Context: an optimization exercise on an open-source flow, tuned for small area, a short achievable clock period and few clock cycles per item. The choices shown serve that exercise and are no tape-out recipe.
Where RTL was checked, it was by simulation tests only, not by an equivalence proof against the original.
Power figures rest on the tool's default switching activity, not on a simulated workload.

## riscv_base_divider
module riscv_base_divider (
    input           clk_i,
    input           rst_i,
    input           opcode_valid_i,
    input  [31:0]   opcode_opcode_i,
    input  [31:0]   opcode_pc_i,
    input           opcode_invalid_i,
    input  [4:0]    opcode_rd_idx_i,
    input  [4:0]    opcode_ra_idx_i,
    input  [4:0]    opcode_rb_idx_i,
    input  [31:0]   opcode_ra_operand_i,
    input  [31:0]   opcode_rb_operand_i,
    output          writeback_valid_o,
    output [31:0]   writeback_value_o
);
    wire inst_div_w  = (opcode_opcode_i & 32'hfe00707f) == 32'h2004033;
    wire inst_divu_w = (opcode_opcode_i & 32'hfe00707f) == 32'h2005033;
    wire inst_rem_w  = (opcode_opcode_i & 32'hfe00707f) == 32'h2006033;
    wire inst_remu_w = (opcode_opcode_i & 32'hfe00707f) == 32'h2007033;
    wire div_rem_inst_w = inst_div_w | inst_divu_w | inst_rem_w | inst_remu_w;
    wire valid_req_w = opcode_valid_i & div_rem_inst_w & ~opcode_invalid_i;
    localparam [1:0] S_IDLE = 2'd0, S_SETUP = 2'd1, S_ITER = 2'd2;
    reg [1:0]  state_q;
    reg        valid_q;
    reg [32:0] rem_q;      
    reg [32:0] div_q;      
    reg [31:0] quo_q;      
    reg [5:0]  cnt_q;      
    reg [5:0]  mb_q;       
    reg        is_div_q;
    reg        an_q;       
    reg        sub_q;      
    function [5:0] sigbits;
        input [31:0] v;
        input        top;
        reg [31:0] y;
        reg [31:0] x;
        reg [15:0] n1; reg [15:0] p1;
        reg [7:0]  n2; reg [15:0] p2;
        reg [3:0]  n3; reg [11:0] p3;
        reg [1:0]  n4; reg [7:0]  p4;
        integer i;
        begin
            y = v ^ {top, v[31:1]};
            x = {y[30:0], 1'b1};
            for (i = 0; i < 16; i = i + 1) begin
                n1[i] = x[2*i+1] | x[2*i];
                p1[i] = x[2*i+1];
            end
            for (i = 0; i < 8; i = i + 1) begin
                n2[i] = n1[2*i+1] | n1[2*i];
  ...
For scale: ~1200 cells after synthesis, about 120 flip-flops, ~180 I/O pins, ~10000 um2 of cells after synthesis.
Settings: LEC_CHECK=0, CAP_MARGIN=20, CORE_MARGIN=2, CORE_UTILIZATION=40, SETUP_SLACK_MARGIN=2.4, SLEW_MARGIN=20; clock period 6.0 ns.
standard.sh (not shown) runs the stock make flow with config.mk's settings and CLKGATE_MAP_FILE= SYNTH_SCRIPT=/design/flow/synth_recipe.tcl, a recipe that flattens the netlist after the stock synthesis.
==> flow/flow/run.sh <==
#!/bin/bash
set -euo pipefail
export BUFFER_PORTS_ARGS="-buffer_cell sky130_fd_sc_hd__buf_1"
bash standard.sh > flow.log 2>&1
The baseline ran to the end with no violations.
Rerun with:
--- a/flow/design.v
+++ b/flow/design.v
@@ -107,15 +107,15 @@
         for (j = 0; j < 6; j = j + 1)
             if (s_w[j]) dsh_w = (dsh_w << (1 << j)) | ((33'd1 << (1 << j)) - 33'd1);
     end
     wire        bzero_q  = (mb_q == 6'd0) & (an_q ^ sub_q);
     wire        negq_w   = is_div_q & ~sub_q & ~bzero_q;
     wire        presub_w = acc_w & ~(is_div_q & sub_q);
     wire        last_w   = (cnt_q == 6'd0);
-    wire       early_w = (state_q == S_SETUP) & s_w[6];
+    wire       early_w = (state_q == S_SETUP) & ~an_q & (cnt_q < mb_q);
     wire       idle_w  = (state_q == S_IDLE) | early_w;
     always @(posedge clk_i or posedge rst_i) begin
         if (rst_i) begin
             state_q <= S_IDLE;
             valid_q <= 1'b0;
         end else begin
             valid_q <= 1'b0;
Fmax came out higher by about 12%.
Sequential power came out lower by about 5%.
Core utilization came out lower by 0.43 points.
Count of clock-buffer cells in the layout came out lower by 5.
Combinational power came out lower by about 14%.
Die area came out lower by 0.39%.
Flip-flop and latch count does not change.
Synthesized area came out lower by 0.39%.
Clock power came out higher by about 10%.
Testbench counts after the change, summed over its fixed seeds: cycles 23,597, divs 3,200.
The RTL of the first run of this note was laid out without a check of its function.

---

The RTL this note starts from:
==> flow/design.v <==
module riscv_base_divider (
    input           clk_i,
    input           rst_i,
    input           opcode_valid_i,
    input  [31:0]   opcode_opcode_i,
    input  [31:0]   opcode_pc_i,
    input           opcode_invalid_i,
    input  [4:0]    opcode_rd_idx_i,
    input  [4:0]    opcode_ra_idx_i,
    input  [4:0]    opcode_rb_idx_i,
    input  [31:0]   opcode_ra_operand_i,
    input  [31:0]   opcode_rb_operand_i,
    output          writeback_valid_o,
    output [31:0]   writeback_value_o
);
    wire inst_div_w  = (opcode_opcode_i & 32'hfe00707f) == 32'h2004033;
    wire inst_divu_w = (opcode_opcode_i & 32'hfe00707f) == 32'h2005033;
    wire inst_rem_w  = (opcode_opcode_i & 32'hfe00707f) == 32'h2006033;
    wire inst_remu_w = (opcode_opcode_i & 32'hfe00707f) == 32'h2007033;
    wire div_rem_inst_w = inst_div_w | inst_divu_w | inst_rem_w | inst_remu_w;
    wire valid_req_w = opcode_valid_i & div_rem_inst_w & ~opcode_invalid_i;
    localparam [1:0] S_IDLE = 2'd0, S_SETUP = 2'd1, S_ITER = 2'd2;
    reg [1:0]  state_q;
    reg        valid_q;
    reg [32:0] rem_q;      
    reg [32:0] div_q;      
    reg [31:0] quo_q;      
    reg [5:0]  cnt_q;      
    reg [5:0]  mb_q;       
    reg        is_div_q;
    reg        an_q;       
    reg        sub_q;      
    function [5:0] sigbits;
        input [31:0] v;
        input        top;
        reg [31:0] y;
        reg [31:0] x;
        reg [15:0] n1; reg [15:0] p1;
        reg [7:0]  n2; reg [15:0] p2;
        reg [3:0]  n3; reg [11:0] p3;
        reg [1:0]  n4; reg [7:0]  p4;
        integer i;
        begin
            y = v ^ {top, v[31:1]};
            x = {y[30:0], 1'b1};
            for (i = 0; i < 16; i = i + 1) begin
                n1[i] = x[2*i+1] | x[2*i];
                p1[i] = x[2*i+1];
            end
            for (i = 0; i < 8; i = i + 1) begin
                n2[i] = n1[2*i+1] | n1[2*i];
                p2[2*i+:2] = n1[2*i+1] ? {1'b1, p1[2*i+1]} : {1'b0, p1[2*i]};
            end
            for (i = 0; i < 4; i = i + 1) begin
                n3[i] = n2[2*i+1] | n2[2*i];
                p3[3*i+:3] = n2[2*i+1] ? {1'b1, p2[2*(2*i+1)+:2]} : {1'b0, p2[2*(2*i)+:2]};
            end
            for (i = 0; i < 2; i = i + 1) begin
                n4[i] = n3[2*i+1] | n3[2*i];
                p4[4*i+:4] = n3[2*i+1] ? {1'b1, p3[3*(2*i+1)+:3]} : {1'b0, p3[3*(2*i)+:3]};
            end
            sigbits = y[31] ? 6'd32 : {1'b0, n4[1] ? {1'b1, p4[7:4]} : {1'b0, p4[3:0]}};
        end
    endfunction
    wire        sgn_w   = ~opcode_opcode_i[12];
    wire        an_in_w = sgn_w & opcode_ra_operand_i[31];
    wire        bn_in_w = sgn_w & opcode_rb_operand_i[31];
    wire        sub_in_w = ~(an_in_w ^ bn_in_w);
    reg  [32:0] lowz_w;
    integer     m, e;
    always @* begin
        lowz_w = {~opcode_rb_operand_i, 1'b1};
        for (e = 1; e < 64; e = e * 2)
            for (m = 0; m < 33; m = m + 1)
                if (m % (2*e) == 2*e-1) lowz_w[m] = lowz_w[m] & lowz_w[m-e];
        for (e = 16; e >= 1; e = e / 2)
            for (m = 0; m < 33; m = m + 1)
                if (m >= 3*e-1 && (m - (3*e-1)) % (2*e) == 0) lowz_w[m] = lowz_w[m] & lowz_w[m-e];
    end
    reg  [33:0] pg_g, pg_p;
    integer     k, d;
    always @* begin
        pg_g = {rem_q & div_q, 1'b1};
        pg_p = {rem_q ^ div_q, 1'b0};
        for (d = 1; d < 64; d = d * 2)
            for (k = 0; k < 34; k = k + 1)
                if (k % (2*d) == 2*d-1) begin
                    pg_g[k] = pg_g[k] | (pg_p[k] & pg_g[k-d]);
                    pg_p[k] = pg_p[k] & pg_p[k-d];
                end
        for (d = 16; d >= 1; d = d / 2)
            for (k = 0; k < 34; k = k + 1)
                if (k >= 3*d-1 && (k - (3*d-1)) % (2*d) == 0) begin
                    pg_g[k] = pg_g[k] | (pg_p[k] & pg_g[k-d]);
                    pg_p[k] = pg_p[k] & pg_p[k-d];
                end
    end
    wire [32:0] hp_w    = rem_q ^ div_q;
    wire [32:0] t_w     = hp_w ^ pg_g[32:0];
    wire        tzero_w = &hp_w;
    wire        acc_w   = an_q ? (t_w[32] | tzero_w) : ~t_w[32];
    wire [6:0]  s_w      = {1'b0, cnt_q} - {1'b0, mb_q} + {6'd0, an_q};
    wire [4:0]  sc_w     = s_w[4:0] | {5{s_w[5]}};
    reg  [32:0] dsh_w;
    integer     j;
    always @* begin
        dsh_w = div_q;
        for (j = 0; j < 5; j = j + 1)
            if (sc_w[j]) dsh_w = (dsh_w << (1 << j)) | ((33'd1 << (1 << j)) - 33'd1);
    end
    wire        bzero_q  = (mb_q == 6'd0) & (an_q ^ sub_q);
    wire        negq_w   = is_div_q & ~sub_q & ~bzero_q;
    wire        presub_w = acc_w & ~(is_div_q & sub_q);
    wire        last_w   = (cnt_q == 6'd0);
    wire        rem_k_w  = (state_q == S_ITER) |
                           ((state_q == S_SETUP) & ~(is_div_q & sub_q) & ~bzero_q);
    wire        rem_en_w = (rem_k_w & an_q & tzero_w) | (rem_k_w & ~(t_w[32] ^ an_q));
    wire       early_w = (state_q == S_SETUP) & ~an_q & (cnt_q < mb_q);
    wire       idle_w  = (state_q == S_IDLE) | early_w;
    always @(posedge clk_i or posedge rst_i) begin
        if (rst_i) begin
            state_q <= S_IDLE;
            valid_q <= 1'b0;
        end else begin
            valid_q <= 1'b0;
            case (state_q)
                S_IDLE:  if (valid_req_w) state_q <= S_SETUP;
                S_SETUP: if (early_w) begin
                             if (!valid_req_w) state_q <= S_IDLE;
                         end else if (bzero_q | ~acc_w | tzero_w) begin
                             state_q <= S_IDLE;
                             valid_q <= 1'b1;
                         end else
                             state_q <= S_ITER;
                default: if (last_w) begin
                             state_q <= S_IDLE;
                             valid_q <= 1'b1;
                         end
            endcase
        end
    end
    wire [5:0] ma_in_w = sigbits(opcode_ra_operand_i, an_in_w);
    wire [5:0] mb_in_w = sigbits(opcode_rb_operand_i, bn_in_w);
    always @(posedge clk_i) begin
        case ({idle_w, state_q})
            {1'b1, S_IDLE}, {1'b1, S_SETUP}: begin
                quo_q    <= 32'd0;
                is_div_q <= ~opcode_opcode_i[13];
                an_q     <= an_in_w;
                sub_q    <= sub_in_w;
                rem_q    <= {an_in_w, opcode_ra_operand_i};
                div_q    <= {bn_in_w, opcode_rb_operand_i} ^ ({33{sub_in_w}} | lowz_w);
                cnt_q    <= ma_in_w;
                mb_q     <= mb_in_w;
            end
            {1'b0, S_SETUP}: begin
                if (rem_en_w) rem_q <= t_w;
                quo_q <= {{31{bzero_q | (negq_w & acc_w)}},
                          bzero_q | (negq_w & acc_w) | (tzero_w & is_div_q & sub_q)};
                div_q <= dsh_w;
                cnt_q <= {1'b0, sc_w};
            end
            default: begin
                if (rem_en_w) rem_q <= t_w;
                quo_q <= {quo_q[30:0], acc_w ^ negq_w};
                div_q <= {div_q[32], div_q[32:1]};
                cnt_q <= cnt_q - 6'd1;
            end
        endcase
    end
    assign writeback_valid_o = valid_q | early_w;
    assign writeback_value_o = is_div_q ? quo_q : rem_q[31:0];
endmodule
clock: 6.0 ns
lec_check: 0
cap_margin: 20
core_margin: 2
core_utilization: 40
cts_buf_list: sky130_fd_sc_hd__clkbuf_8
setup_slack_margin: 2.4
slew_margin: 20
Scripts as last shown in full above: flow/flow/run.sh
The baseline passed the timing, design-rule and antenna checks.
Rerun with:
--- a/flow/design.v
+++ b/flow/design.v
@@ -111,11 +111,8 @@
     wire        bzero_q  = (mb_q == 6'd0) & (an_q ^ sub_q);
     wire        negq_w   = is_div_q & ~sub_q & ~bzero_q;
     wire        presub_w = acc_w & ~(is_div_q & sub_q);
     wire        last_w   = (cnt_q == 6'd0);
-    wire        rem_k_w  = (state_q == S_ITER) |
-                           ((state_q == S_SETUP) & ~(is_div_q & sub_q) & ~bzero_q);
-    wire        rem_en_w = (rem_k_w & an_q & tzero_w) | (rem_k_w & ~(t_w[32] ^ an_q));
     wire       early_w = (state_q == S_SETUP) & ~an_q & (cnt_q < mb_q);
     wire       idle_w  = (state_q == S_IDLE) | early_w;
     always @(posedge clk_i or posedge rst_i) begin
         if (rst_i) begin
@@ -153,16 +150,16 @@
                 cnt_q    <= ma_in_w;
                 mb_q     <= mb_in_w;
             end
             {1'b0, S_SETUP}: begin
-                if (rem_en_w) rem_q <= t_w;
+                if (presub_w & ~bzero_q) rem_q <= t_w;
                 quo_q <= {{31{bzero_q | (negq_w & acc_w)}},
                           bzero_q | (negq_w & acc_w) | (tzero_w & is_div_q & sub_q)};
                 div_q <= dsh_w;
                 cnt_q <= {1'b0, sc_w};
             end
             default: begin
-                if (rem_en_w) rem_q <= t_w;
+                if (acc_w) rem_q <= t_w;
                 quo_q <= {quo_q[30:0], acc_w ^ negq_w};
                 div_q <= {div_q[32], div_q[32:1]};
                 cnt_q <= cnt_q - 6'd1;
             end
The changed run completed with no timing, DRC or antenna violations. Design area went down by a few percent. Via count went down by a few percent. Wire length falls by a few percent. Synthesized area is lower slightly. Total power increases by a quarter to a third. Global-route usage falls by 1.5 points. Sequential share of layout area is higher by 0.90 points.
No functional check of the RTL was part of any run of this note.

==> afterwards: timing with drivers on the ports <==
Ports are ideal in the flow. The routed layouts listed here were re-timed in OpenROAD.
Step 1 (the two cells are an assumption about what drives the block):
set clk [get_ports {clk_i}]
set_driving_cell -lib_cell sky130_fd_sc_hd__clkbuf_16 $clk
set_driving_cell -lib_cell sky130_fd_sc_hd__buf_2 [delete_from_list [all_inputs] $clk]
Step 2, shift: input delay + t, output delay - t, t = (earliest + latest rising clock arrival at the registers) / 2. This alone moves slack from input paths to output paths.
Three values: ideal, step 1, step 2; two values: the first two.
run | t (ns) | setup WS [ns] | hold WS [ns] | worst register clock-pin slew, ns | worst slew at a driven data input, ns
the first run of note 1 | 0.476 | 2.053 / 2.006 / 2.224 | 0.448 / 0.448 / 0.448 | 0.06 / 0.06 | 0.04
the second run of note 1 | 0.468 | 2.476 / 2.476 / 2.086 | 0.449 / 0.449 / 0.449 | 0.06 / 0.06 | 0.06
the first run of note 2 | 0.506 | 1.912 / 1.912 / 1.912 | 0.443 / 0.443 / 0.443 | 0.09 / 0.09 | 0.06
the second run of note 2 | 0.502 | 1.952 / 1.952 / 1.952 | 0.445 / 0.445 / 0.445 | 0.09 / 0.09 | 0.06
After both steps setup and hold are still met in every run listed. For the second run of note 1, which loses most, drivers alone change the setup slack by 0.000 ns; drivers and shift together by -0.390 ns.
